This design comes from an exercise in tuning for small area on the open sky130 flow, not from production work. In this exercise RTL edits were held to simulation tests only and were not proved equivalent to the original. Power is estimated from default activity; no workload was simulated.

--- flow/config.mk ---
export PLATFORM = sky130hd
export DESIGN_NAME = alarmclock
export DESIGN_NICKNAME = alarmclock
export VERILOG_FILES = /design/flow/design.v
export SDC_FILE = /design/flow/constraint.sdc
export NUM_CORES = 4
export LEC_CHECK = 0
export ABC_AREA = 1
export CAP_MARGIN = 20
export CORE_MARGIN = 2
export CORE_UTILIZATION = 70
export SLEW_MARGIN = 20
--- flow/constraint.sdc ---
create_clock -name core_clock -period 10.0 [get_ports {clk}]
set_input_delay 2.0000 -clock core_clock [delete_from_list [all_inputs] [get_ports {clk}]]
set_output_delay 2.0000 -clock core_clock [all_outputs]
set_load 0.01 [all_outputs]
--- flow/design.v ---
module keyunit (
	input      clk   ,
	input      rstn  ,
	input      key   ,       
	output reg shape         
	);
	reg [6:0] t20ms;
	reg       t    ;
	reg       rel  ;
	wire busy  = |t20ms;
	wire done  = !t20ms[0] && t20ms[1] && t20ms[2] && t20ms[3] && !t20ms[4] && !t20ms[5] && !t20ms[6];
	wire start = rel ? (!t && key) : (t && !key);    
	always@(posedge clk or negedge rstn)     
		if(!rstn) t <= 1'b1;
		else t <= key;
	always@(posedge clk or negedge rstn)
		if(!rstn) begin
			shape <= 0;
			t20ms <= 0;
			rel   <= 0;
		end else begin
			shape <= rel && done;
			t20ms <= ((busy || start) && !done) ? {t20ms[5:0], ~^{t20ms[0], t20ms[6]}} : 7'd0;
			if (done) rel <= !rel;
		end
endmodule
module clock (clk,set,reset,Less_in,Middle_in,Big_in,Sec,Min,Hour,sign_out,Less_uart,Middle_uart,Big_uart,uart_sign,flag);
input set,reset,Less_in,Middle_in,Big_in,clk,uart_sign,flag;
output reg sign_out;
output reg [6:0]Sec;
output reg [6:0] Min;
output reg [6:0] Hour;
input [6:0]Less_uart,Middle_uart,Big_uart;
always@ (posedge clk , negedge reset)
begin
if (!reset)
begin
Sec <= 7'd58;
Min <= 7'd58;
Hour <= 7'd23;
sign_out <= 1'b0;
end
else if (flag && !set)
begin
if(Sec == 59 && Min != 59 && Hour <=23)  
begin
Min <= Min + 1'b1;
Sec <= 0;
end
else if (Hour == 23 && Min == 59 && Sec == 59 )  
begin
Hour <= 0;
Min <= 0;
Sec <= 0;
sign_out <= 1'b1;
end
else if (Hour < 23 && Min == 59 && Sec == 59 )  
begin
Hour <= Hour + 1'b1;
Min <= 0;
Sec <= 0;
end
else  
begin
Sec <= Sec + 1'b1;
sign_out <= 1'b0;
end
end
else if(set && !uart_sign)
begin
if(Less_in && !Middle_in && !Big_in)
Sec <= (Sec == 59) ? 7'd0 : Sec + 1'b1;
else if(!Less_in && Middle_in && !Big_in)
Min <= (Min == 59) ? 7'd0 : Min + 1'b1;
else if(!Less_in && !Middle_in && Big_in)
Hour <= (Hour == 23) ? 7'd0 : Hour + 1'b1;
end
else if (set && uart_sign)
begin
Sec <= Less_uart;
Min <= Middle_uart;
Hour <= Big_uart;
end
end
endmodule
module claendar (clk,Less,Middle,Big,Day,Month,Year,sign_in,reset,set,Less_uart,Middle_uart,Big_uart,uart_sign);
input clk,Less,Middle,Big,sign_in,reset,set,uart_sign;
input [6:0]Less_uart,Middle_uart,Big_uart;
output reg [6:0]Year;
output reg [6:0]Day;
output reg [6:0]Month;
reg x;
reg flag;
reg v, f, l;
always@ (posedge clk,negedge reset)
begin
if (!reset)
begin
x <= 1'b0;
flag <= 1'b0;
end
else
begin
flag <= sign_in;
x <= sign_in ? !flag : x;
end
end
always@ (posedge clk,negedge reset)
begin
if (!reset) begin v <= 1'b1; f <= 1'b0; l <= 1'b1; end
else
case (Month)
7'd1, 7'd3, 7'd5, 7'd7, 7'd8, 7'd10, 7'd12 : begin v <= 1'b1; f <= 1'b0; l <= 1'b1; end
7'd4, 7'd6, 7'd9, 7'd11 : begin v <= 1'b1; f <= 1'b0; l <= 1'b0; end
7'd2 : begin v <= 1'b1; f <= 1'b1; l <= (Year[1:0] == 2'b00); end
default begin v <= 1'b0; f <= 1'b0; l <= 1'b0; end
endcase
end
wire last = v && Day >= {2'b00, 5'd28} + {f ? 2'd0 : 2'd2} + l;
always@(posedge clk,negedge reset)
begin
if (!reset)
begin
Year <= 7'd24;
Day <= 7'd3;
Month <= 7'd3;
end
else if (set && !uart_sign)
begin
if (Less && !Middle && !Big)
Day <= last ? 7'd1 : Day + 1'b1;
else if (!Less && Middle && !Big)
Month <= (Month >= 12) ? 7'd1 : Month + 1'b1;
else if (!Less && !Middle && Big)
Year <= Year + 1'b1;
end
else if (set && uart_sign)
begin
Day <= Less_uart;
Month <= Middle_uart;
Year <= Big_uart;
end
else if (x)
begin
if (last)
begin
Day <= 7'd1;
Month <= Month + 1'b1;
end
else if (Month > 12)
begin
Year <= Year + 1'b1;
Month <= 7'd1;
end
else Day <= Day + 1'b1;
end
end
endmodule
module alarm (clk,set,reset,Sec,Min,Hour,Less_in,Big_in,Middle_in,stop,Sec_in,Min_in,Hour_in,music_out,Less_uart,Middle_uart,Big_uart,uart_sign);
input [6:0]Sec_in,Min_in,Hour_in;
input uart_sign;
input set,reset,Less_in,Big_in,Middle_in,clk,stop;
input [6:0] Less_uart,Middle_uart,Big_uart;
output reg [6:0]Sec;
output reg [6:0]Min;
output reg [6:0]Hour;
output reg music_out;
always@ (posedge clk,negedge reset)
begin
if(!reset)
begin
Sec <= 7'd0;
Min <= 7'd59;
Hour <= 7'd23;
end
else if (set && !uart_sign)
begin
if (Less_in && !Middle_in && !Big_in)
Sec <= (Sec >= 59) ? 7'd0 : Sec + 1'b1;
else if (!Less_in && Middle_in && !Big_in)
Min <= (Min >= 59) ? 7'd0 : Min + 1'b1;
else if (!Less_in && !Middle_in && Big_in)
Hour <= (Hour >= 23) ? 7'd0 : Hour + 1'b1;
end
else if (set && uart_sign)
begin
Sec <= Less_uart;
Min <= Middle_uart;
Hour <= Big_uart;
end
end
always@(posedge clk , negedge reset)
begin
if (!reset) music_out <= 1'b0;
else if (!stop) music_out <= 1'b0;
else if (Sec == Sec_in && Min == Min_in && Hour == Hour_in) music_out <= 1'b1;
end
endmodule
module baoshi (clk,reset,S_in,M_in,buzz,set_time,clk_1,clk_2);
input [6:0] S_in,M_in;
input set_time;
input clk,reset;
input clk_1,clk_2;    
output reg buzz;
always@ (posedge clk,negedge reset)
	begin
	if (!reset) buzz <= 1'b0;
	else if(set_time == 0)
	begin
		if (M_in == 59 && (S_in == 50 || S_in == 52 || S_in == 54 || S_in == 56 || S_in == 58)) buzz <= clk_2;
		else if (S_in == 0 && M_in == 0) buzz <= clk_1;
	end
	end
endmodule
module choosedisplay (clk,clock,calendar,set_time,set_clock,set_calendar,cal,ala,reset);
input clk,clock,calendar,set_time,set_clock,set_calendar,reset;
output reg cal, ala;    
reg [13:0] x;
wire busy = |x;
wire done = x[0] && !x[1] && !x[2] && x[4] && !x[5] && !x[6] && x[7] && x[8] && x[9] && !x[10] && !x[11] && x[12] && x[13];
wire trig = !calendar || !clock;
always@ (posedge clk,negedge reset)
begin
if (!reset)
begin
x <= 14'd0;
cal <= 1'b0;
ala <= 1'b0;
end
else
begin
x <= ((busy || trig) && !done) ? {x[12:0], ~^{x[0], x[1], x[9], x[13]}} : 14'd0;
if (!busy)
begin
if (!calendar) begin cal <= 1'b1; ala <= 1'b0; end
else if (!clock) begin cal <= 1'b0; ala <= 1'b1; end
else if (set_time) begin cal <= 1'b0; ala <= 1'b0; end
else if (set_calendar) begin cal <= 1'b1; ala <= 1'b0; end
else if (set_clock) begin cal <= 1'b0; ala <= 1'b1; end
else begin cal <= 1'b0; ala <= 1'b0; end
end
end
end
endmodule
module choosesend (
input [6:0]Less,
input [6:0]Middle,
input [6:0]Big,
output [6:0]Less_o,
output [6:0]Middle_o,
output [6:0]Big_o
);
assign Less_o = Less;
assign Middle_o = Middle;
assign Big_o = Big;
endmodule
  module timebase (
    input  clk,
    input  reset,
    output ev_sec,      
    output ev_rx,       
    output ev_tx,       
    output ev_q,        
    output ev_x24,      
    output scan,        
    output [10:0] tone, 
    output bs_long,     
    output bs_short     
  );
    reg started;
    reg [1:0] c4;
    reg [1:0] c3a;
  reg [1:0] c3b;
  reg [2:0] c5a;
  reg [2:0] c5b;
  reg [2:0] c7;
  reg [3:0] c13;
  reg [4:0] c17;
  reg [4:0] c23;
  reg [4:0] c31;
  reg [5:0] c37;
  reg [7:0] c229;
  reg [10:0] c1667;
  reg t42, t37, t35, t31, t28, t25, t23, t21, t18, t17, t15, t63, t51;
    wire m3  = (c3a[1]);
    wire m9  = m3 && (c3b[1]);
    wire m5  = (!c5a[0] && c5a[1]);
    wire m25 = m5 && (!c5b[0] && c5b[1]);
    wire m7  = (!c7[0] && !c7[1] && c7[2]);
    wire m17 = (c17[0] && c17[1] && c17[2]);
    wire m23 = (c23[0] && c23[1] && !c23[2] && !c23[3]);
    wire m31 = (!c31[0] && !c31[1] && !c31[2] && !c31[3] && c31[4]);
    wire m37 = (!c37[1] && !c37[2] && !c37[3] && !c37[4]);
    always @(posedge clk, negedge reset)
      if (!reset) begin
        started <= 1'b0;
        c4 <= 2'd0;
        c3a <= 2'd0;
      c3b <= 2'd0;
      c5a <= 3'd4;
      c5b <= 3'd4;
      c7 <= 3'd0;
      c13 <= 4'd4;
      c17 <= 5'd14;
      c23 <= 5'd6;
      c31 <= 5'd0;
      c37 <= 6'd2;
      c229 <= 8'd190;
      c1667 <= 11'd1784;
      t42 <= 0; t37 <= 0; t35 <= 0; t31 <= 0; t28 <= 0; t25 <= 0; t23 <= 0;
        t21 <= 0; t18 <= 0; t17 <= 0; t15 <= 0; t63 <= 0; t51 <= 0;
      end else begin
        started <= 1'b1;
        c4 <= c4 + 1'b1;
        c3a <= {c3a[0:0], ~^{c3a[0], c3a[1]}};
      if (m3) c3b <= {c3b[0:0], ~^{c3b[0], c3b[1]}};
      c5a <= {c5a[1:0], ~^{c5a[1], c5a[2]} ^ (!c5a[0] && c5a[1])};
      if (m5) c5b <= {c5b[1:0], ~^{c5b[1], c5b[2]} ^ (!c5b[0] && c5b[1])};
      c7 <= {c7[1:0], ~^{c7[0], c7[2]}};
      c13 <= {c13[2:0], ~^{c13[0], c13[3]} ^ (!c13[0] && c13[1] && !c13[2])};
      c17 <= {c17[3:0], ~^{c17[1], c17[4]} ^ (c17[0] && c17[1] && c17[2])};
      c23 <= {c23[3:0], ~^{c23[1], c23[4]} ^ (c23[0] && c23[1] && !c23[2] && !c23[3])};
      c31 <= {c31[3:0], ~^{c31[1], c31[4]}};
      c37 <= {c37[4:0], ~^{c37[0], c37[5]} ^ (!c37[1] && !c37[2] && !c37[3] && !c37[4])};
      c229 <= {c229[6:0], ~^{c229[0], c229[2], c229[4], c229[7]} ^ (c229[0] && c229[1] && c229[2] && c229[3] && c229[4] && c229[6])};
      c1667 <= {c1667[9:0], ~^{c1667[1], c1667[10]} ^ (!c1667[0] && !c1667[1] && c1667[2] && c1667[3] && c1667[4] && c1667[5] && c1667[6] && !c1667[7] && c1667[8])};
      t42 <= t42 ^ (c4[0] && m3 && m7);
        t37 <= t37 ^ m37;
        t35 <= t35 ^ (m5 && m7);
        t31 <= t31 ^ m31;
        t28 <= t28 ^ (c4 == 2'd3 && m7);
        t25 <= t25 ^ m25;
        t23 <= t23 ^ m23;
        t21 <= t21 ^ (m3 && m7);
        t18 <= t18 ^ (c4[0] && m9);
        t17 <= t17 ^ m17;
        t15 <= t15 ^ (m3 && m5);
        t63 <= t63 ^ (m9 && m7);
        t51 <= t51 ^ (m3 && m17);
      end
    assign ev_sec = started && (!c3a[0] && !c3a[1]) && (!c1667[0] && !c1667[2] && c1667[3] && c1667[4] && c1667[5] && c1667[6] && c1667[7] && !c1667[8] && c1667[9]);
    assign ev_rx  = started && !c4[0] && (!c13[1] && c13[2] && !c13[3]);
    assign ev_tx  = started && c4 == 2'd0 && (!c13[1] && c13[2] && !c13[3]);
    assign ev_q   = started && c4 == 2'd0 && (!c3a[0] && !c3a[1]) && (c229[1] && c229[2] && c229[3] && c229[4] && c229[5] && c229[7]);
    assign ev_x24 = m25;
    assign scan = t25;
    assign tone = {t15, t17, t18, t21, t23, t25, t28, t31, t35, t37, t42};
    assign bs_long = t63;
    assign bs_short = t51;
  endmodule
module dec2 (input [6:0] v, output [3:0] q, output [3:0] r);
  wire       q3 = v >= 7'd80;
  wire [6:0] v1 = q3 ? v - 7'd80 : v;
  wire       q2 = v1 >= 7'd40;
  wire [5:0] v2 = q2 ? v1 - 7'd40 : v1;
  wire       q1 = v2 >= 6'd20;
  wire [4:0] v3 = q1 ? v2 - 6'd20 : v2;
  wire       q0 = v3 >= 5'd10;
  wire [3:0] v4 = q0 ? v3 - 5'd10 : v3;
  assign q = {q3, q2, q1, q0};
  assign r = v4;
endmodule
module display (clk,reset,
  Sec,Min,Hour,aSec,aMin,aHour,Day,Month,Year,cal,ala,
  ev_x24,scan,DIG,Digitron_Out,stop);
input clk,reset,stop;
input [6:0] Sec,Min,Hour,aSec,aMin,aHour,Day,Month,Year;
input cal, ala;
input ev_x24, scan;
output [5:0]DIG;
output [7:0]Digitron_Out;
reg [3:0] count;
reg [3:0] P;
reg L60;
reg [2:0] js;
wire [2:0] js_n = (ev_x24 && !scan) ? {js[1:0], !js[2]} : js;
function [5:0] digsel(input [2:0] s);
  digsel = {s[0] && !s[1], s[1] && !s[2], s[2] && s[0], s[1] && !s[0], s[2] && !s[1], !s[2] && !s[0]};
endfunction
assign DIG = ~digsel(js);
wire [5:0] DIG_n = ~digsel(js_n);
wire [6:0] Ls = cal ? Day   : ala ? aSec  : Sec;
wire [6:0] Ms = cal ? Month : ala ? aMin  : Min;
wire [6:0] Bs = cal ? Year  : ala ? aHour : Hour;
wire [6:0] v = (!DIG_n[0] || !DIG_n[1]) ? Ls : (!DIG_n[2] || !DIG_n[3]) ? Ms : Bs;
wire hi = !DIG_n[1] || !DIG_n[3] || !DIG_n[5];
wire [3:0] q, r;
dec2 conv (.v(v), .q(q), .r(r));
wire cond = !L60 && !(!stop && ala);
wire dp = !DIG[2] || !DIG[4];
reg [3:0] sc;
reg sdp;
reg [6:0] seg;
always @* case (sc)
4'd0 : seg = 7'b0111111;
4'd1 : seg = 7'b0000110;
4'd2 : seg = 7'b1011011;
4'd3 : seg = 7'b1001111;
4'd4 : seg = 7'b1100110;
4'd5 : seg = 7'b1101101;
4'd6 : seg = 7'b1111101;
4'd7 : seg = 7'b0000111;
4'd8 : seg = 7'b1111111;
4'd9 : seg = 7'b1101111;
4'd15: seg = 7'b1000000;
default: seg = 7'b0000000;
endcase
assign Digitron_Out = {sdp, seg};
always@ (posedge clk,negedge reset)
begin
if (!reset)
begin
js <= 3'b000;
P <= 4'd0;
L60 <= 1'b0;
count <= 4'd0;
sc <= 4'd14;
sdp <= 1'b0;
end
else
begin
js <= js_n;
P <= hi ? q : r;
L60 <= cal ? Day == 7'd60 : ala ? aSec == 7'd60 : Sec == 7'd60;
if (cond)
begin
count <= P;
if (count <= 4'd9) begin sc <= count; sdp <= dp; end    
end
else begin sc <= 4'd15; sdp <= 1'b0; end  
end
end
endmodule
module music (
  input key,
  input clk,
  input reset,
  input quarter,
  input [10:0] tone,
  output reg beep
);
  reg [6:0] i;
  always@ (posedge clk,negedge reset)
    if (!reset) i <= 7'd0;
    else if (quarter) i <= (i == 7'd97 || !key) ? 7'd0 : i + 1'b1;
  always@ (posedge clk,negedge reset)
    if (!reset) beep <= 1'b0;
    else if (key)
      case (i)
      7'd1: beep <= tone[1];
      7'd2: beep <= tone[3];
      7'd3: beep <= tone[6];
      7'd4: beep <= tone[8];
      7'd5: beep <= tone[8];
      7'd6: beep <= tone[8];
      7'd7: beep <= tone[8];
      7'd8: beep <= tone[9];
      7'd9: beep <= tone[7];
      7'd10: beep <= tone[7];
      7'd11: beep <= tone[7];
      7'd12: beep <= tone[7];
      7'd13: beep <= 1'b0;
      7'd14: beep <= tone[7];
      7'd15: beep <= tone[7];
      7'd16: beep <= tone[10];
      7'd17: beep <= tone[5];
      7'd18: beep <= tone[6];
      7'd19: beep <= tone[6];
      7'd20: beep <= tone[6];
      7'd21: beep <= tone[6];
      7'd22: beep <= tone[8];
      7'd23: beep <= tone[9];
      7'd24: beep <= tone[10];
      7'd25: beep <= tone[6];
      7'd26: beep <= tone[6];
      7'd27: beep <= tone[6];
      7'd28: beep <= tone[7];
      7'd29: beep <= tone[7];
      7'd30: beep <= tone[8];
      7'd31: beep <= tone[8];
      7'd32: beep <= tone[8];
      7'd33: beep <= tone[8];
      7'd34: beep <= tone[1];
      7'd35: beep <= tone[3];
      7'd36: beep <= tone[6];
      7'd37: beep <= tone[8];
      7'd38: beep <= tone[8];
      7'd39: beep <= tone[8];
      7'd40: beep <= tone[8];
      7'd41: beep <= tone[9];
      7'd42: beep <= tone[7];
      7'd43: beep <= tone[7];
      7'd44: beep <= tone[7];
      7'd45: beep <= tone[7];
      7'd46: beep <= tone[7];
      7'd47: beep <= tone[7];
      7'd48: beep <= tone[10];
      7'd49: beep <= tone[5];
      7'd50: beep <= tone[6];
      7'd51: beep <= tone[6];
      7'd52: beep <= tone[6];
      7'd53: beep <= tone[6];
      7'd54: beep <= tone[8];
      7'd55: beep <= tone[9];
      7'd56: beep <= tone[10];
      7'd57: beep <= tone[6];
      7'd58: beep <= tone[6];
      7'd59: beep <= tone[6];
      7'd60: beep <= tone[7];
      7'd61: beep <= tone[7];
      7'd62: beep <= tone[6];
      7'd63: beep <= tone[6];
      7'd64: beep <= tone[0];
      7'd65: beep <= tone[2];
      7'd66: beep <= tone[1];
      7'd67: beep <= tone[1];
      7'd68: beep <= tone[2];
      7'd69: beep <= tone[3];
      7'd70: beep <= tone[3];
      7'd71: beep <= tone[3];
      7'd72: beep <= tone[3];
      7'd73: beep <= tone[3];
      7'd74: beep <= tone[3];
      7'd75: beep <= tone[4];
      7'd76: beep <= tone[5];
      7'd77: beep <= tone[6];
      7'd78: beep <= tone[6];
      7'd79: beep <= tone[6];
      7'd80: beep <= tone[6];
      7'd81: beep <= tone[6];
      7'd82: beep <= tone[6];
      7'd83: beep <= tone[5];
      7'd84: beep <= tone[7];
      7'd85: beep <= tone[4];
      7'd86: beep <= tone[4];
      7'd87: beep <= tone[3];
      7'd88: beep <= tone[3];
      7'd89: beep <= tone[7];
      7'd90: beep <= tone[7];
      7'd91: beep <= tone[6];
      7'd92: beep <= tone[8];
      7'd93: beep <= tone[8];
      7'd94: beep <= tone[8];
      7'd95: beep <= tone[8];
      7'd96: beep <= tone[8];
      7'd97: beep <= tone[8];
      default;
      endcase
endmodule
module receive (
input uart,
input clk,
input reset,
input clk_2,           
output reg [6:0]Less,
output reg [6:0]Middle,
output reg [6:0]Big
);
reg uart_d;
reg flag;
reg [2:0] ch;
reg [4:0] s;
reg [6:0] acc, preB, preM;
wire take = s[0] && !s[3] && !s[4];       
wire s19 = s[4] && s[1] && s[0];
wire s8 = s[3] && !s[2] && !s[1] && !s[0];
wire s16 = s[4] && !s[1] && !s[0];
wire idle = ch == 3'd0 && s == 5'd0;
wire first = !ch[0] && s[2:1] == 2'd0;     
reg [6:0] add;
always @* case ({ch[0], s[2:1]})
  3'b000: add = 7'd10;
  3'b001: add = 7'd20;
  3'b010: add = 7'd40;
  3'b011: add = 7'd80;
  3'b100: add = 7'd1;
  3'b101: add = 7'd2;
  3'b110: add = 7'd4;
  default: add = 7'd8;
endcase
always@ (posedge clk,negedge reset)
begin
if (!reset)
begin
uart_d <= 1'b1;
flag <= 1'b0;
ch <= 3'd0;
s <= 5'd0;
acc <= 7'd0;
preB <= 7'd0;
preM <= 7'd0;
Big <= 7'd0;
Middle <= 7'd0;
Less <= 7'd0;
end
else if (clk_2)
begin
uart_d <= uart;
flag <= uart_d && !uart;
if (idle) s <= {4'd0, flag};
else if (s19) begin s <= 5'd0; ch <= (ch == 3'd5) ? 3'd0 : ch + 1'b1; end
else s <= s + 1'b1;
if (take) acc <= (first ? 7'd0 : acc) + (uart ? add : 7'd0);
if (s8 && ch == 3'd1) preB <= acc;
if (s8 && ch == 3'd3) preM <= acc;
if (ch == 3'd5 && s16)  
begin
Big <= preB;
Middle <= preM;
Less <= acc;
end
end
end
endmodule
module send (
input clk,
input reset,
input clk_2,              
input [6:0]Sec,
input [6:0]Min,
input [6:0]Hour,
input [6:0]Day,
input [6:0]Month,
input [6:0]Year,
output reg uart
);
reg half;
reg [2:0] g;
reg [1:0] j;
reg [3:0] b;
reg flag;    
reg nb;      
reg [6:0] val;
always @* case (g)
  3'd0: val = Min;
  3'd1: val = Hour;
  3'd2: val = Day;
  3'd3: val = Month;
  default: val = Year;
endcase
reg [7:0] ch;    
always @* case ({g, j[0]})
  4'b0000: ch = 8'h0d;    
  4'b0010: ch = 8'h3a;    
  4'b0100: ch = 8'h20;    
  4'b0110: ch = 8'h2d;    
  4'b1000: ch = 8'h2d;    
  4'b1010: ch = 8'h30;    
  default: ch = 8'h32;    
endcase
wire isdig = j != 2'd0 && g != 3'd5;
wire [3:0] q, r;
dec2 conv (.v(val), .q(q), .r(r));
wire [7:0] chr = isdig ? {4'h3, j[1] ? q : r} : ch;
wire fbit = (b == 4'd9) ? 1'b0 : (b == 4'd0) ? 1'b1 : chr[4'd8 - b];
wire c0 = g == 3'd0 && j == 2'd0;
wire y0 = !half && c0 && b == 4'd0;
wire show = !half || (c0 && b == 4'd0);    
always@(posedge clk,negedge reset)
begin
if (!reset)
begin
half <= 1'b1; g <= 3'd5; j <= 2'd1; b <= 4'd9;
flag <= 1'b0;
nb <= 1'b0;
uart <= 1'b1;
end
else
begin
nb <= fbit;
if (clk_2)
begin
uart <= (Sec != 7'd0 && !y0 && show) ? nb : 1'b1;
if (Sec == 7'd0) flag <= 1'b0;
else if (y0)
begin
half <= 1'b1; g <= 3'd5; j <= 2'd1; b <= 4'd9;
flag <= 1'b1;
end
else if (!flag)
begin
if (b != 4'd0) b <= b - 1'b1;
else
begin
b <= 4'd9;
if (j != 2'd0) j <= j - 1'b1;
else if (g != 3'd0) begin j <= 2'd2; g <= g - 1'b1; end
else begin g <= 3'd5; j <= 2'd1; half <= 1'b0; end
end
end
end
end
end
endmodule
module alarmclock (clk,set_time,set_clock,set_calendar,reset,Less_in,Middle_in,Big_in,DIG,Digitron_Out,buzz,stop,clock,calendar,uart,uart_sign,uart_out);
input clk,reset,Less_in,Middle_in,Big_in,stop,uart,uart_sign;
input set_time,set_clock,set_calendar;
input clock,calendar;
output wire uart_out;
output [5:0]DIG;
output [7:0]Digitron_Out;
output buzz;
wire [6:0] Sec,Min,Hour,aSec,aMin,aHour,Day,Month,Year;
wire [6:0] Less_uart,Middle_uart,Big_uart,Less_r,Middle_r,Big_r;
wire sign_out;
wire pressa,pressb,pressc;
wire music_out;
wire beep1,beep2;
wire cal, ala;
wire ev_sec, ev_rx, ev_tx, ev_q, ev_x24, scan, bs_long, bs_short;
wire [10:0] tone;
timebase TB (.clk(clk), .reset(reset), .ev_sec(ev_sec), .ev_rx(ev_rx), .ev_tx(ev_tx), .ev_q(ev_q),
  .ev_x24(ev_x24), .scan(scan), .tone(tone), .bs_long(bs_long), .bs_short(bs_short));
clock U1 (clk,set_time,reset,pressa,pressb,pressc,Sec,Min,Hour,sign_out,Less_uart,Middle_uart,Big_uart,uart_sign,ev_sec);
display U2 (.clk(clk), .reset(reset), .Sec(Sec), .Min(Min), .Hour(Hour), .aSec(aSec), .aMin(aMin), .aHour(aHour),
  .Day(Day), .Month(Month), .Year(Year), .cal(cal), .ala(ala), .ev_x24(ev_x24), .scan(scan),
  .DIG(DIG), .Digitron_Out(Digitron_Out), .stop(stop));
keyunit U3 (clk,reset,Less_in,pressa);
keyunit U10 (clk,reset,Middle_in,pressb);
keyunit U11 (clk,reset,Big_in,pressc);
baoshi U4 (clk,reset,Sec,Min,beep1,set_time,bs_long,bs_short);
claendar U5 (clk,pressa,pressb,pressc,Day,Month,Year,sign_out,reset,set_calendar,Less_uart,Middle_uart,Big_uart,uart_sign);
alarm U7 (clk,set_clock,reset,aSec,aMin,aHour,pressa,pressc,pressb,stop,Sec,Min,Hour,music_out,Less_uart,Middle_uart,Big_uart,uart_sign);
music U6 (.key(music_out), .clk(clk), .reset(reset), .quarter(ev_q), .tone(tone), .beep(beep2));
choosedisplay U9 (clk,clock,calendar,set_time,set_clock,set_calendar,cal,ala,reset);
receive U12 (.uart(uart), .clk(clk), .reset(reset), .clk_2(ev_rx), .Less(Less_r), .Middle(Middle_r), .Big(Big_r));
choosesend U13 (Less_r,Middle_r,Big_r,Less_uart,Middle_uart,Big_uart);
send U14 (.clk(clk), .reset(reset), .clk_2(ev_tx), .Sec(Sec), .Min(Min), .Hour(Hour), .Day(Day), .Month(Month), .Year(Year), .uart(uart_out));
assign buzz = music_out ? beep2 : beep1;
endmodule
--- flow/flow/run.sh ---
#!/bin/bash
# Own flow: the standard layout (standard.sh: all ORFS steps, the platform's power grid and
# tap cells, a buffer on every port), with these changes:
#  - synthesis maps the logic with the area-oriented ABC script flow/abc_area2.script instead of
#    ORFS's abc_area.script, and leaves adders to ABC (no half/full adder cell mapping first).
#    Everything else in synthesis (front end, -nofsm -noshare, flip-flop mapping, flatten,
#    renames) is synth_recipe.tcl's, so the registers are the standard synthesis's;
#  - clock tree synthesis runs without dummy loads and with the clustering in flow/own.mk;
#  - the port buffers are buf_1 cells (flow/own.mk).
# Each tool's output is in own_flow.log and in ORFS's logs under orfs/logs.
set -euo pipefail
W=$(pwd)
F=$W/flow
# copy of ORFS synth.tcl whose abc call uses our script
sed 's|^  log_cmd abc {\*}\$abc_args|  set abc_args [lreplace $abc_args 1 1 $::env(OWN_ABC_SCRIPT)]\n  log_cmd abc {*}$abc_args|' \
  "$FLOW_HOME/scripts/synth.tcl" > "$W/own_synth_core.tcl"
grep -q OWN_ABC_SCRIPT "$W/own_synth_core.tcl"
# synth_recipe.tcl, sourcing that copy
sed "s|^source \$::env(SCRIPTS_DIR)/synth.tcl|source $W/own_synth_core.tcl|" synth_recipe.tcl > "$W/own_synth.tcl"
grep -q own_synth_core.tcl "$W/own_synth.tcl"
# The standard flow's config.mk plus our settings
{ echo "include $W/config.mk"; cat "$F/own.mk"; } > "$W/own_config.mk"
# standard.sh with that synthesis script and config
sed -E -e "s|SYNTH_SCRIPT=[^ ]+|SYNTH_SCRIPT=$W/own_synth.tcl|" -e "s|DESIGN_CONFIG=[^ ]+|DESIGN_CONFIG=$W/own_config.mk|" \
  standard.sh > "$W/own_standard.sh"
grep -q own_synth.tcl "$W/own_standard.sh"
grep -q own_config.mk "$W/own_standard.sh"
export OWN_ABC_SCRIPT=$F/abc_area2.script
bash "$W/own_standard.sh" > "$W/own_flow.log" 2>&1
--- flow/flow/abc_area2.script ---
strash
scorr
dc2
&get -n
&deepsyn -T 60
&put
dch -f
amap -m -F 2 -A 8
topo
--- flow/flow/own.mk ---
# clock tree: no dummy loads, clkbuf_4 buffers, clusters of at most 8 sinks within 35 um
export CTS_ARGS = -sink_clustering_enable -repair_clock_nets -dont_use_dummy_load -buf_list sky130_fd_sc_hd__clkbuf_4 -sink_clustering_size 8 -sink_clustering_max_diameter 35
# one buffer on every input and output port, as standard, but a buf_1
export BUFFER_PORTS_ARGS = -inputs -outputs -buffer_cell sky130_fd_sc_hd__buf_1
# adders are left to ABC instead of being mapped to half/full adder cells first
export ADDER_MAP_FILE =
--- flow/standard.sh ---
#!/bin/bash
# synth_recipe.tcl (not shown) runs the flow's synth.tcl, then flattens the netlist and writes it again
# the make line also repeats each setting of config.mk as NAME=value (left out here)
make -C /OpenROAD-flow-scripts/flow DESIGN_CONFIG=/design/flow/config.mk WORK_HOME=/design/flow/orfs CLKGATE_MAP_FILE= SYNTH_SCRIPT=/design/flow/synth_recipe.tcl "${@:-finish}"
==> results of run 1 <==
worst max-delay path by stage:
stage / from / slack (ns) / to
3_5_place_dp: TB.c5a[0]$_DFF_PN0_ / 4.92 / U2.P[2]$_DFF_PN0_
5_1_grt: TB.c5a[0]$_DFF_PN0_ / 4.03 / U2.P[2]$_DFF_PN0_
3_3_place_gp: TB.c5a[0]$_DFF_PN0_ / 5.30 / U2.P[2]$_DFF_PN0_
4_1_cts: TB.c5a[0]$_DFF_PN0_ / 4.87 / U2.P[2]$_DFF_PN0_
6_report: TB.c5a[0]$_DFF_PN0_ / 4.68 / U2.P[2]$_DFF_PN0_
2_1_floorplan: TB.c5a[0]$_DFF_PN0_ / 5.77 / U2.P[2]$_DFF_PN0_
cell usage after synthesis, types with 2 or more instances:
master / n / area, um2
buf_1: 15 / 56.3
o311a_1: 2 / 20.0
a22o_1: 2 / 17.5
o2111ai_1: 4 / 35.0
clkinv_1: 238 / 893
nand3_1: 24 / 120
o211ai_1: 7 / 52.6
dfrtp_1: 215 / 5380
a311oi_1: 2 / 17.5
a2111oi_0: 2 / 17.5
a21oi_1: 92 / 460
a211oi_1: 10 / 75.1
a222oi_1: 18 / 180
nor4b_1: 6 / 52.6
nand2_1: 99 / 372
or3_1: 5 / 31.3
dfstp_2: 65 / 1710
a32oi_1: 3 / 26.3
nor2b_1: 15 / 93.8
o21ai_0: 114 / 571
or2_0: 9 / 56.3
o22a_1: 8 / 70.1
nor4_1: 18 / 113
o22ai_1: 91 / 569
o211a_1: 3 / 30.0
nor2_1: 223 / 837
or4_1: 3 / 22.5
nand4_1: 9 / 56.3
o32ai_1: 12 / 105
nand2b_1: 2 / 12.5
o41ai_1: 2 / 17.5
o221ai_1: 15 / 131
o31ai_1: 7 / 52.6
nor3_1: 51 / 255
o21a_1: 14 / 105
a31oi_1: 15 / 93.8
a221oi_1: 18 / 158
a22oi_1: 8 / 60.1
worst reg2reg max path, cell delays in order (launching register included):
cell	delay, ns
dfrtp_1	0.40
nor2b_1	0.21
clkinv_1	0.20
nor2_1	0.16
nand2_1	0.08
nor2_1	0.24
clkinv_1	0.21
o22ai_1	0.41
clkinv_1	0.25
nor2_1	0.50
clkinv_1	0.23
a221oi_1	0.27
a211oi_1	0.09
a31oi_1	0.28
nand2_1	0.17
a21oi_1	0.23
clkinv_1	0.13
o21ai_0	0.25
nor3_1	0.07
a21oi_1	0.20
o22ai_1	0.13
a21oi_1	0.23
nand2_1	0.11
a32oi_1	0.17
kinds of logic after synthesis:
logic type | after synthesis
buf+inv | 254
flops | 280
other cells | 1
simple gates | 467
compound gates | 457
final cells by class:
cell class,count,area share [%]
Sequential cell,280,51.5
Multi-Input combinational cell,925,36.3
Antenna cell,1,0.0182
Tap cell,229,2.08
Inverter,238,6.50
Timing Repair Buffer,33,1.16
Clock buffer,44,2.40
through the flow:
step	power, mW	setup slack [ns]
floorplan	1.80	5.77
global placement	1.97	5.30
detailed placement	1.99	4.92
CTS	2.54	4.87
global route	2.68	4.03
finish	2.57	4.68
power groups by stage:
stage | Clock (mW) | Combinational, mW | Sequential (mW)
after detailed placement | 0 | 0.542 | 1.45
after floorplan | 0 | 0.400 | 1.40
after global routing | 0.613 | 0.624 | 1.45
after global placement | 0 | 0.527 | 1.44
after CTS | 0.567 | 0.545 | 1.43
final | 0.567 | 0.565 | 1.44
layer usage:
layer,part of all wire [%],GRT usage (%)
met1,38,50.6
met2,47,60.2
met3,10,7.49
met4,5.0,17.7
met5,0,0
==> run summary, run 1 <==
logic gate share of total power: 22.0%
setup_tns: 0 ns
Mapped Area: 0.0130 mm2
Syn Inst Count: 1,459
Final Core Density: 76.0%
final hold vios: 0
DP Area: 0.0134 mm2
outcome: no timing/DRC/antenna violations
Critical path buffers and inverters: 5
Final period util: 53.2%
CP top delay family: compound AO/OA/AOI/OAI gates
Worst Setup End Kind: flip-flop
simple-gate area share of the yosys netlist: 15.7%
Worst IR Drop VDD: 0.000164 V
drt via density: 6.76
CP arrival: 5.86 ns
TritonCTS Buffers: 44
RSZ-0062 raised after global routing: false
Hold Crit Start: TB.c1667[6]$_DFF_PN1_
commonest non-fill, non-tap cells in the layout: clkinv_1 (238), nor2_1 (221), dfrtp_1 (215)
Post-synth EDFFs: 0
port bufs: 28
initial drt markers: 1,610
f_max: 0.188 GHz
Worst-Margin Slew: 1.01 ns
Worst Reg2Reg Path Length in Cells: 23
Slew Viols, Final: 0
via count: 11,835
Placeable Area: 0.0181 mm2
Fin Hold WS: 0.353 ns
CTS Buffer Depth: 3
most used flip-flop cell after synthesis: dfrtp_1
Syn. warnings: 11
final wirelength: 36.4 mm
Largest regs: U9.x x14, TB.c1667 x11, TB.c229 x8
post-CTS sizing: 0
total gr overflow: 0
CTS Hold Bufs: 0
Slew HR: 32.2%
crit path cell chain: nor2b_1 > clkinv_1 > nor2_1 > nand2_1 > nor2_1 > clkinv_1 > o22ai_1 > clkinv_1 > nor2_1 > clkinv_1 > a221oi_1 > a211oi_1 > a31oi_1 > nand2_1 > a21oi_1 > clkinv_1 > o21ai_0 > nor3_1 > a21oi_1 > o22ai_1 > a21oi_1 > nand2_1 > a32oi_1
hpwl dp: 27.4 mm
sequential area share after synthesis: 54.4%
Largest Register: U9.x
fin cells: 1,750
complex-gate fraction of the synthesized area: 22.5%
largest family of logic cells by synthesized area: compound AO/OA/AOI/OAI gates
Psw: 0.877 mW
syn_nets: 1,472
DRC: 0
Post-Synth XOR/XNOR Area: 0%
hold endpoint: TB.c1667[7]$_DFF_PN1_
ANT nets after route: 0
drt first pass iters: 7
Crit Path Max Fanout: 9
NumNets Final: 1,535
clk sink count: 280
fin area: 0.0138 mm2
fillcell total: 1,240
die footprint: 0.0197 mm2
placed cells: 1,705
row cnt: 49
Final Wtd Congestion: 1.03
max_cap viols: 0
vias in the first global route: 11,448
clock root cell: clkbuf_4
post-synthesis mux area share: 0%
worst reg2reg setup slack: 4.68 ns
Multi-input gate area: 0.00499 mm2
number of synthesized register bits: 280
Worst path slowest cell: nor2_1
max FFs per register: 14
CP max stage delay: 0.50 ns
Initial Util: 72.1%
first-pass GRT wire length: 58.9 mm
largest net degree at the start of global routing: 169
Startpoint Class: flip-flop
Hold Path Depth: 0
Seq. cell area: 0.00709 mm2
Clock Skew: 0.105 ns
Area growth syn-to-layout: 5.52%
Yosys cell types: 51
R2R Path Start: TB.c5a[0]$_DFF_PN0_
commonest non-fill, non-tap cell in the layout: clkinv_1
Setup violations, final: 0
Power Density: 187 mW/mm2
Min-Delay Path Class: reg -> reg
leak pwr: 5.49 nW
Die H: 140 um
Clock power frac: 22.1%
Synth Area in Adders: 0%
drt wl/cell: 20.8 um
Critical Path RT: 10.54 ns
layout cells sized above 1: 7.70%
IO Pins: 29
Critical Path Most Common Cell: clkinv_1
Pint: 1.69 mW
Clock transition at path regs: 0.09 ns
H-tree Lvls: 2
initial antenna violation count: 1
Clock Latency Late Sink: 0.71 ns
postcts setup bufs: 0
GRT Total Usage: 37.7%
CP Depth: 23
Setup Crit Path Kind: reg -> reg
register share of total power: 55.9%
Die X: 140 um
TritonCTS clock tree: built
Syn Area/Cell: 8.93 um2
asr flop ratio synth: 100%
final period demand of the worst path: 5.32 ns
Reg2Reg Capture Point: U2.P[2]$_DFF_PN0_
sw frac: 34.2%
==> run 2: changes to the inputs <==
==> flow/flow/abc_area2.script (replaced) <==
strash
scorr
dc2
&get -n
&deepsyn -T 60
&put
dch -f
amap -m
strash
dch -f
amap -m -F 2 -A 8
topo
==> run 2 against run 1 <==
Sequential power hardly changed; flip-flop and latch count unchanged; worst setup slack better by 0.26 ns; combinational power down 2%; fmax grew 5.2%; clock power rose by 2%; hold slack worse by 0.0015 ns; non-clock buffer count is the same; register-to-register slack better by 0.26 ns; global-route usage shrank 1.3 points.
==> run summary, run 2 <==
commonest non-fill, non-tap cell in the layout: clkinv_1
DP Area: 0.0134 mm2 (about the same)
Crit Path Max Fanout: 9 (unchanged)
total power: 2.59 mW (+0.86%)
fin area: 0.0138 mm2 (about the same)
drt via density: 6.69 (-1.1%)
Yosys cell types: 56 (+9.8%)
TritonCTS Buffers: 46 (+4.5%)
met1 Use GR: 50.7% (+0.13 points)
Mapped Area: 0.0130 mm2 (-0.13%)
final wirelength: 35.1 mm (-3.6%)
Worst path slowest cell: nor2_1
drt wl/cell: 20.3 um (-2.4%)
Startpoint Class: flip-flop
IO Pins: 29 (unchanged)
worst reg2reg setup slack: 4.94 ns (+0.26 ns)
vias in the first global route: 10,931 (-4.5%)
commonest non-fill, non-tap cells in the layout: clkinv_1 (240), dfrtp_1 (215), nor2_1 (199)
Critical Path RT: 10.55 ns (about the same)
first-pass GRT wire length: 56.7 mm (-3.7%)
Syn Inst Count: 1,434 (-1.7%)
Final Core Density: 76.0% (about the same)
Min-Delay Path Class: reg -> reg
largest net degree at the start of global routing: 177 (+4.7%)
area leader, netlist: dfrtp_1
Reg2Reg Capture Point: U2.P[2]$_DFF_PN0_
most common cell in the netlist: clkinv_1
Slew Viols, Final: 0 (unchanged)
R2R Path Start: TB.c5a[0]$_DFF_PN0_
Commonest cells post-synth: clkinv_1 (240), dfrtp_1 (215), nor2_1 (199)
GRT Total Usage: 36.4% (-1.3 points)
Critical path buffers and inverters: 5 (unchanged)
CP arrival: 5.61 ns (-0.25 ns)
Clock transition at path regs: 0.09 ns (about the same)
clock root cell: clkbuf_4
final hold vios: 0 (unchanged)
TritonCTS clock tree: built
Setup violations, final: 0 (unchanged)
total gr overflow: 0 (unchanged)
CP max stage delay: 0.50 ns (about the same)
CP top delay family: compound AO/OA/AOI/OAI gates
CTS Hold Bufs: 0 (unchanged)
area share of the largest cell type after synthesis: 41.3% (+0.056 points)
port bufs: 28 (unchanged)
postcts setup bufs: 0 (unchanged)
Worst-Margin Slew: 1.03 ns (+0.0150 ns)
hold endpoint: TB.c31[3]$_DFF_PN0_
Largest regs: U9.x x14, TB.c1667 x11, TB.c229 x8
layout cells sized above 1: 7.88% (+0.19 points)
Die X: 140 um (about the same)
Global Route met2 Usage: 56.4% (-3.9 points)
top area cells in the synthesized netlist: dfrtp_1 (41%), dfstp_2 (13%), clkinv_1 (6.9%)
setup_tns: 0 ns (unchanged)
Clock Skew: 0.0702 ns (-0.0348 ns)
drt first pass iters: 10 (+3)
Final Wtd Congestion: 1.10 (+7.2%)
hpwl dp: 25.7 mm (-6.0%)
leak pwr: 5.45 nW (-0.67%)
post-CTS sizing: 0 (unchanged)
NumNets Final: 1,512 (-1.5%)
die footprint: 0.0197 mm2 (-0.14%)
Initial Util: 72.0% (-0.097 points)
DRC: 0 (unchanged)
number of synthesized register bits: 280 (unchanged)
Worst IR Drop VDD: 0.000187 V (+14%)
Die H: 140 um (about the same)
Clock Latency Late Sink: 0.68 ns (-0.03 ns)
asr flop ratio synth: 100% (unchanged)
initial drt markers: 1,611 (+0.062%)
Hold Crit Start: TB.c31[2]$_DFF_PN0_
final period demand of the worst path: 5.06 ns (-0.263 ns)
Area growth syn-to-layout: 5.67%
clk sink count: 280 (unchanged)
Syn. warnings: 11 (unchanged)
Largest Register: U9.x
Placeable Area: 0.0181 mm2 (unchanged)
post-place setup slack: 5.14 ns (+0.224 ns)
most used flip-flop cell after synthesis: dfrtp_1
via count: 11,556 (-2.4%)
Setup Crit Path Kind: reg -> reg
syn_nets: 1,447 (-1.7%)
fillcell total: 1,272 (+2.6%)
Post-synth EDFFs: 0 (unchanged)
Syn Area/Cell: 9.08 um2 (+1.6%)
H-tree Lvls: 2 (unchanged)
Final Worst Setup Slack: 4.94 ns (+0.263 ns)
Final period util: 50.6% (-2.6 points)
CTS Buffer Depth: 3 (unchanged)
initial antenna violation count: 1 (unchanged)
crit path cell chain: nor2b_1 > clkinv_1 > nor2_1 > nand2_1 > nor2_1 > clkinv_1 > o22ai_1 > clkinv_1 > nor2_1 > clkinv_1 > a221oi_1 > a211oi_1 > a31oi_1 > nand2_1 > a21oi_1 > clkinv_1 > o21ai_0 > o21ai_0 > o21ai_0 > o22a_1 > o21ai_0 > nor2_1 > nand2_1 > o31ai_1
sequential area share after synthesis: 54.5% (+0.073 points)
Worst Setup End Kind: flip-flop
RSZ-0062 raised after global routing: false
max FFs per register: 14 (unchanged)
outcome: no timing/DRC/antenna violations
Power Density: 188 mW/mm2 (+0.85%)
Critical Path Most Common Cell: clkinv_1
f_max: 0.198 GHz (+5.2%)
Worst Reg2Reg Path Length in Cells: 24 (+4.3%)
grt peak-use layer: met2
Slew HR: 31.2% (-1.0 points)
ANT nets after route: 0 (unchanged)
GR Layer Usage met3: 6.87% (-0.62 points)
Hold Path Depth: 0 (unchanged)
row cnt: 49 (unchanged)
max_cap viols: 0 (unchanged)
[run 2: area by class of cell]
class / count / area, um2 / area share, %
Sequential cell: 280 / 7090 / 51.5
Timing Repair Buffer: 33 / 159 / 1.16
Clock buffer: 46 / 345 / 2.51
Multi-Input combinational cell: 898 / 4970 / 36.1
Tap cell: 229 / 287 / 2.08
Antenna cell: 2 / 5.00 / 0.0364
Inverter: 240 / 901 / 6.55
[run 2: metrics by stage]
step                      hold slack, ns  instances
after floorplan                    0.346       1434
after global placement             0.350       1680
after detailed placement           0.356       1680
after CTS                          0.351       1726
after global routing               0.339       1728
final                              0.352       1728
[run 2: how the worst max path moves through the flow]
| stage | from | cells after the start | end | slack (ns) |
|---|---|---|---|---|
| 2_1_floorplan | TB.c13[2]$_DFF_PN1_ | 9 | U12.Less[6]$_DFFE_PN0P_ | 5.54 |
| 3_3_place_gp | U14.g[2]$_DFFE_PN1P_ | 20 | U14.nb$_DFF_PN0_ | 5.42 |
| 3_5_place_dp | TB.c5a[0]$_DFF_PN0_ | 24 | U2.P[2]$_DFF_PN0_ | 5.14 |
| 4_1_cts | TB.c5a[0]$_DFF_PN0_ | 24 | U2.P[2]$_DFF_PN0_ | 5.06 |
| 5_1_grt | TB.c5a[0]$_DFF_PN0_ | 24 | U2.P[2]$_DFF_PN0_ | 4.21 |
| 6_report | TB.c5a[0]$_DFF_PN0_ | 24 | U2.P[2]$_DFF_PN0_ | 4.94 |
[run 2: metal layers]
metal  vias to the layer above  wire length, um
met5                         -                0
met4                         0             1740
met3                       135             3490
met2                       684            15700
met1                      5460            14100
li1                       5277                -
[run 2: cell families (layout without fill, tap and decap cells)]
| group | after synthesis | in the layout | synth area share (%) |
|---|---|---|---|
| AO/OA/AOI/OAI | 460 | 460 | 22.9 |
| flip-flops | 280 | 280 | 54.5 |
| other | 1 | 3 | 0.0288 |
| multiplexers | 2 | 2 | 0.163 |
| XOR/XNOR | 2 | 2 | 0.135 |
| AND/OR/NAND/NOR | 433 | 433 | 14.9 |
| buffers and inverters | 256 | 319 | 7.41 |
[run 2: power breakdown]
group / switching, mW / internal (mW)
Clock: 0.370 / 0.211
Sequential: 0.148 / 1.31
Combinational: 0.352 / 0.202
==> run 3: changes to the inputs <==
==> flow/flow/own.mk (replaced) <==
# clock tree: no dummy loads, clkbuf_2 and clkbuf_4 buffers, clusters of at most 6 sinks within 30 um
export CTS_ARGS = -sink_clustering_enable -repair_clock_nets -dont_use_dummy_load -buf_list "sky130_fd_sc_hd__clkbuf_2 sky130_fd_sc_hd__clkbuf_4" -sink_clustering_size 6 -sink_clustering_max_diameter 30
# one buffer on every input and output port, as standard, but a buf_1
export BUFFER_PORTS_ARGS = -inputs -outputs -buffer_cell sky130_fd_sc_hd__buf_1
# adders are left to ABC instead of being mapped to half/full adder cells first
export ADDER_MAP_FILE =
==> run 3 against run 2 <==
Synthesized area unchanged; fmax down 1.7%; worst setup slack worse by 0.088 ns; cell area up 0.58%; cell count up 0.58%; clock skew up 0.027 ns; register-to-register slack worse by 0.09 ns; sequential share of layout area down 0.30 points; still clean; hold slack better by 0.0025 ns; utilization up 0.44 points; critical path depth unchanged; sequential power about the same.
==> run summary, run 3 <==
Clock transition at path regs: 0.07 ns (-0.02 ns)
TritonCTS clock tree: built
final period demand of the worst path: 5.15 ns (+0.0878 ns)
Syn. warnings: 11 (unchanged)
Die H: 140 um (unchanged)
Yosys cell types: 56 (unchanged)
drt first pass iters: 9 (-1)
DRC: 0 (unchanged)
most common cell in the netlist: clkinv_1
Placeable Area: 0.0181 mm2 (unchanged)
setup_tns: 0 ns (unchanged)
Clock Latency Late Sink: 0.71 ns (+0.03 ns)
commonest non-fill, non-tap cells in the layout: clkinv_1 (240), dfrtp_1 (215), nor2_1 (199)
most used flip-flop cell after synthesis: dfrtp_1
drt wl/cell: 20.4 um (+0.45%)
Post-synth EDFFs: 0 (unchanged)
CP arrival: 5.70 ns (+0.09 ns)
area leader, netlist: dfrtp_1
Final period util: 51.5% (+0.88 points)
GRT Total Usage: 36.8% (+0.39 points)
Area growth syn-to-layout: 6.29%
Worst Reg2Reg Path Length in Cells: 24 (unchanged)
ANT nets after route: 0 (unchanged)
Syn Inst Count: 1,434 (unchanged)
Final Wtd Congestion: 1.10 (unchanged)
row cnt: 49 (unchanged)
Setup violations, final: 0 (unchanged)
CP top delay family: compound AO/OA/AOI/OAI gates
final wirelength: 35.5 mm (+1.0%)
Slew Viols, Final: 0 (unchanged)
area share of the largest cell type after synthesis: 41.3% (unchanged)
Hold Path Depth: 0 (unchanged)
post-CTS sizing: 0 (unchanged)
f_max: 0.194 GHz (-1.7%)
TritonCTS Buffers: 57 (+24%)
worst reg2reg setup slack: 4.85 ns (-0.09 ns)
Critical path buffers and inverters: 5 (unchanged)
Startpoint Class: flip-flop
via count: 11,655 (+0.86%)
Worst path slowest cell: nor2_1
clk sink count: 280 (unchanged)
largest net degree at the start of global routing: 177 (unchanged)
Reg2Reg Capture Point: U2.P[2]$_DFF_PN0_
CTS Hold Bufs: 0 (unchanged)
Clock Skew: 0.0974 ns (+0.0272 ns)
CTS Buffer Depth: 3 (unchanged)
Largest Register: U9.x
H-tree Lvls: 2 (unchanged)
R2R Path Start: TB.c5a[0]$_DFF_PN0_
outcome: no timing/DRC/antenna violations
hpwl dp: 25.7 mm (unchanged)
clock root cell: clkbuf_4
Crit Path Max Fanout: 9 (unchanged)
initial antenna violation count: 1 (unchanged)
crit path cell chain: nor2b_1 > clkinv_1 > nor2_1 > nand2_1 > nor2_1 > clkinv_1 > o22ai_1 > clkinv_1 > nor2_1 > clkinv_1 > a221oi_1 > a211oi_1 > a31oi_1 > nand2_1 > a21oi_1 > clkinv_1 > o21ai_0 > o21ai_0 > o21ai_0 > o22a_1 > o21ai_0 > nor2_1 > nand2_1 > o31ai_1
Min-Delay Path Class: reg -> reg
total power: 2.65 mW (+2.3%)
IO Pins: 29 (unchanged)
CP max stage delay: 0.52 ns (+0.02 ns)
leak pwr: 5.50 nW (+0.93%)
Worst-Margin Slew: 1.06 ns (+0.0298 ns)
final hold vios: 0 (unchanged)
hold endpoint: TB.c17[4]$_DFF_PN0_
number of synthesized register bits: 280 (unchanged)
NumNets Final: 1,523 (+0.73%)
Largest regs: U9.x x14, TB.c1667 x11, TB.c229 x8
Critical Path Most Common Cell: clkinv_1
die footprint: 0.0197 mm2 (unchanged)
Commonest cells post-synth: clkinv_1 (240), dfrtp_1 (215), nor2_1 (199)
RSZ-0062 raised after global routing: false
postcts setup bufs: 0 (unchanged)
Setup Crit Path Kind: reg -> reg
max_cap viols: 0 (unchanged)
Power Density: 192 mW/mm2 (+1.7%)
Critical Path RT: 10.55 ns (about the same)
syn_nets: 1,447 (unchanged)
asr flop ratio synth: 100% (unchanged)
layout cells sized above 1: 8.55% (+0.67 points)
port bufs: 28 (unchanged)
Die X: 140 um (unchanged)
drt via density: 6.71 (+0.28%)
first-pass GRT wire length: 57.2 mm (+0.99%)
Syn Area/Cell: 9.08 um2 (unchanged)
Hold Crit Start: TB.c17[3]$_DFF_PN1_
vias in the first global route: 11,139 (+1.9%)
Slew HR: 29.2% (-2.0 points)
total gr overflow: 0 (unchanged)
Mapped Area: 0.0130 mm2 (unchanged)
sequential area share after synthesis: 54.5% (unchanged)
commonest non-fill, non-tap cell in the layout: clkinv_1
top area cells in the synthesized netlist: dfrtp_1 (41%), dfstp_2 (13%), clkinv_1 (6.9%)
Worst Setup End Kind: flip-flop
Worst IR Drop VDD: 0.000189 V (+1.3%)
max FFs per register: 14 (unchanged)
initial drt markers: 1,732 (+7.5%)
Initial Util: 72.0% (unchanged)
-- run 3: cell types whose count changed in the layout (fill, tap and decap cells not counted), sizes merged --
cell / previous run / this run
clkbuf: 47 / 58
diode: 2 / 1
-- run 3: worst reg2reg max path: cells and delay by family (launching register included) --
kind / cells / cell delay (ns)
flops: 1 / 0.41
simple gates: 8 / 1.66
compound gates: 11 / 2.07
buf+inv: 5 / 0.89
-- run 3: cell families after synthesis --
kind of cell    Yosys count  share of synthesized area, %
other cells               1                        0.0288
simple gates            433                          14.9
flops                   280                          54.5
mux                       2                         0.163
compound gates          460                          22.9
xor+xnor                  2                         0.135
buf+inv                 256                          7.41
-- run 3: layout make-up --
class / count / area [um2]
diodes: 1 / 2.50
multi-input cells: 898 / 4970
clock buffers: 57 / 428
fillers: 1244 / 4250
flip-flops and latches: 280 / 7090
well taps: 229 / 287
inverters: 240 / 901
repair buffers: 33 / 159
-- run 3: how the worst max path moves through the flow --
stage / start / cells after the start / to
5_1_grt: TB.c5a[0]$_DFF_PN0_ / 24 / U2.P[2]$_DFF_PN0_
2_1_floorplan: TB.c13[2]$_DFF_PN1_ / 9 / U12.Less[6]$_DFFE_PN0P_
6_report: TB.c5a[0]$_DFF_PN0_ / 24 / U2.P[2]$_DFF_PN0_
4_1_cts: TB.c5a[0]$_DFF_PN0_ / 24 / U2.P[2]$_DFF_PN0_
3_3_place_gp: U14.g[2]$_DFFE_PN1P_ / 20 / U14.nb$_DFF_PN0_
3_5_place_dp: TB.c5a[0]$_DFF_PN0_ / 24 / U2.P[2]$_DFF_PN0_
-- run 3: per-stage QoR --
stage | utilization, % | hold WS [ns] | cell area, um2 | cells | setup slack, ns
floorplan | - | 0.346 | 13000 | 1434 | 5.54
global placement | 74.1 | 0.350 | 13400 | 1680 | 5.42
detailed placement | 74.1 | 0.356 | 13400 | 1680 | 5.14
CTS | 76.5 | 0.362 | 13800 | 1737 | 4.98
global route | 76.5 | 0.352 | 13800 | 1738 | 4.15
finish | 76.5 | 0.355 | 13800 | 1738 | 4.85
-- run 3: power by group --
| group | internal (mW) | switching, mW | total (mW) |
|---|---|---|---|
| logic | 0.202 | 0.353 | 0.555 |
| registers | 1.31 | 0.146 | 1.46 |
| clock network | 0.259 | 0.380 | 0.639 |
-- run 3: per-layer routing --
| metal | track usage, % | part of all wire, % | vias to the layer above |
|---|---|---|---|
| met5 | 0 | 0 | - |
| met4 | 18.3 | 5.1 | 0 |
| met3 | 8.24 | 10 | 150 |
| met2 | 56.4 | 45 | 723 |
| met1 | 50.2 | 40 | 5508 |
| li1 | - | - | 5274 |

==> static timing again, ports no longer ideal <==
Ports are ideal in the flow. The routed layouts listed here were re-timed in OpenROAD. Step 1 assumes that a clkbuf_16 drives the clock port and a buf_2 every other input. Step 2 adds t to the input delays and takes it off the output delays; t is the mean of the earliest and latest rising clock arrival at the registers after step 1. Input paths then give back, and output paths get back, about the clock's delay inside the block. Three values: no drivers, after step 1, after step 2; two values: the first two.
run | t (ns) | setup WS [ns] | latest minus earliest clock arrival (ns) | pins driven straight from the clock port
run 1 | 0.695 | 4.676 / 4.676 / 4.676 | 0.105 / 0.105 | 1
run 2 | 0.690 | 4.939 / 4.939 / 4.939 | 0.085 / 0.085 | 1
run 3 | 0.704 | 4.851 / 4.851 / 4.851 | 0.111 / 0.112 | 1
After both steps every run listed still meets setup and hold.
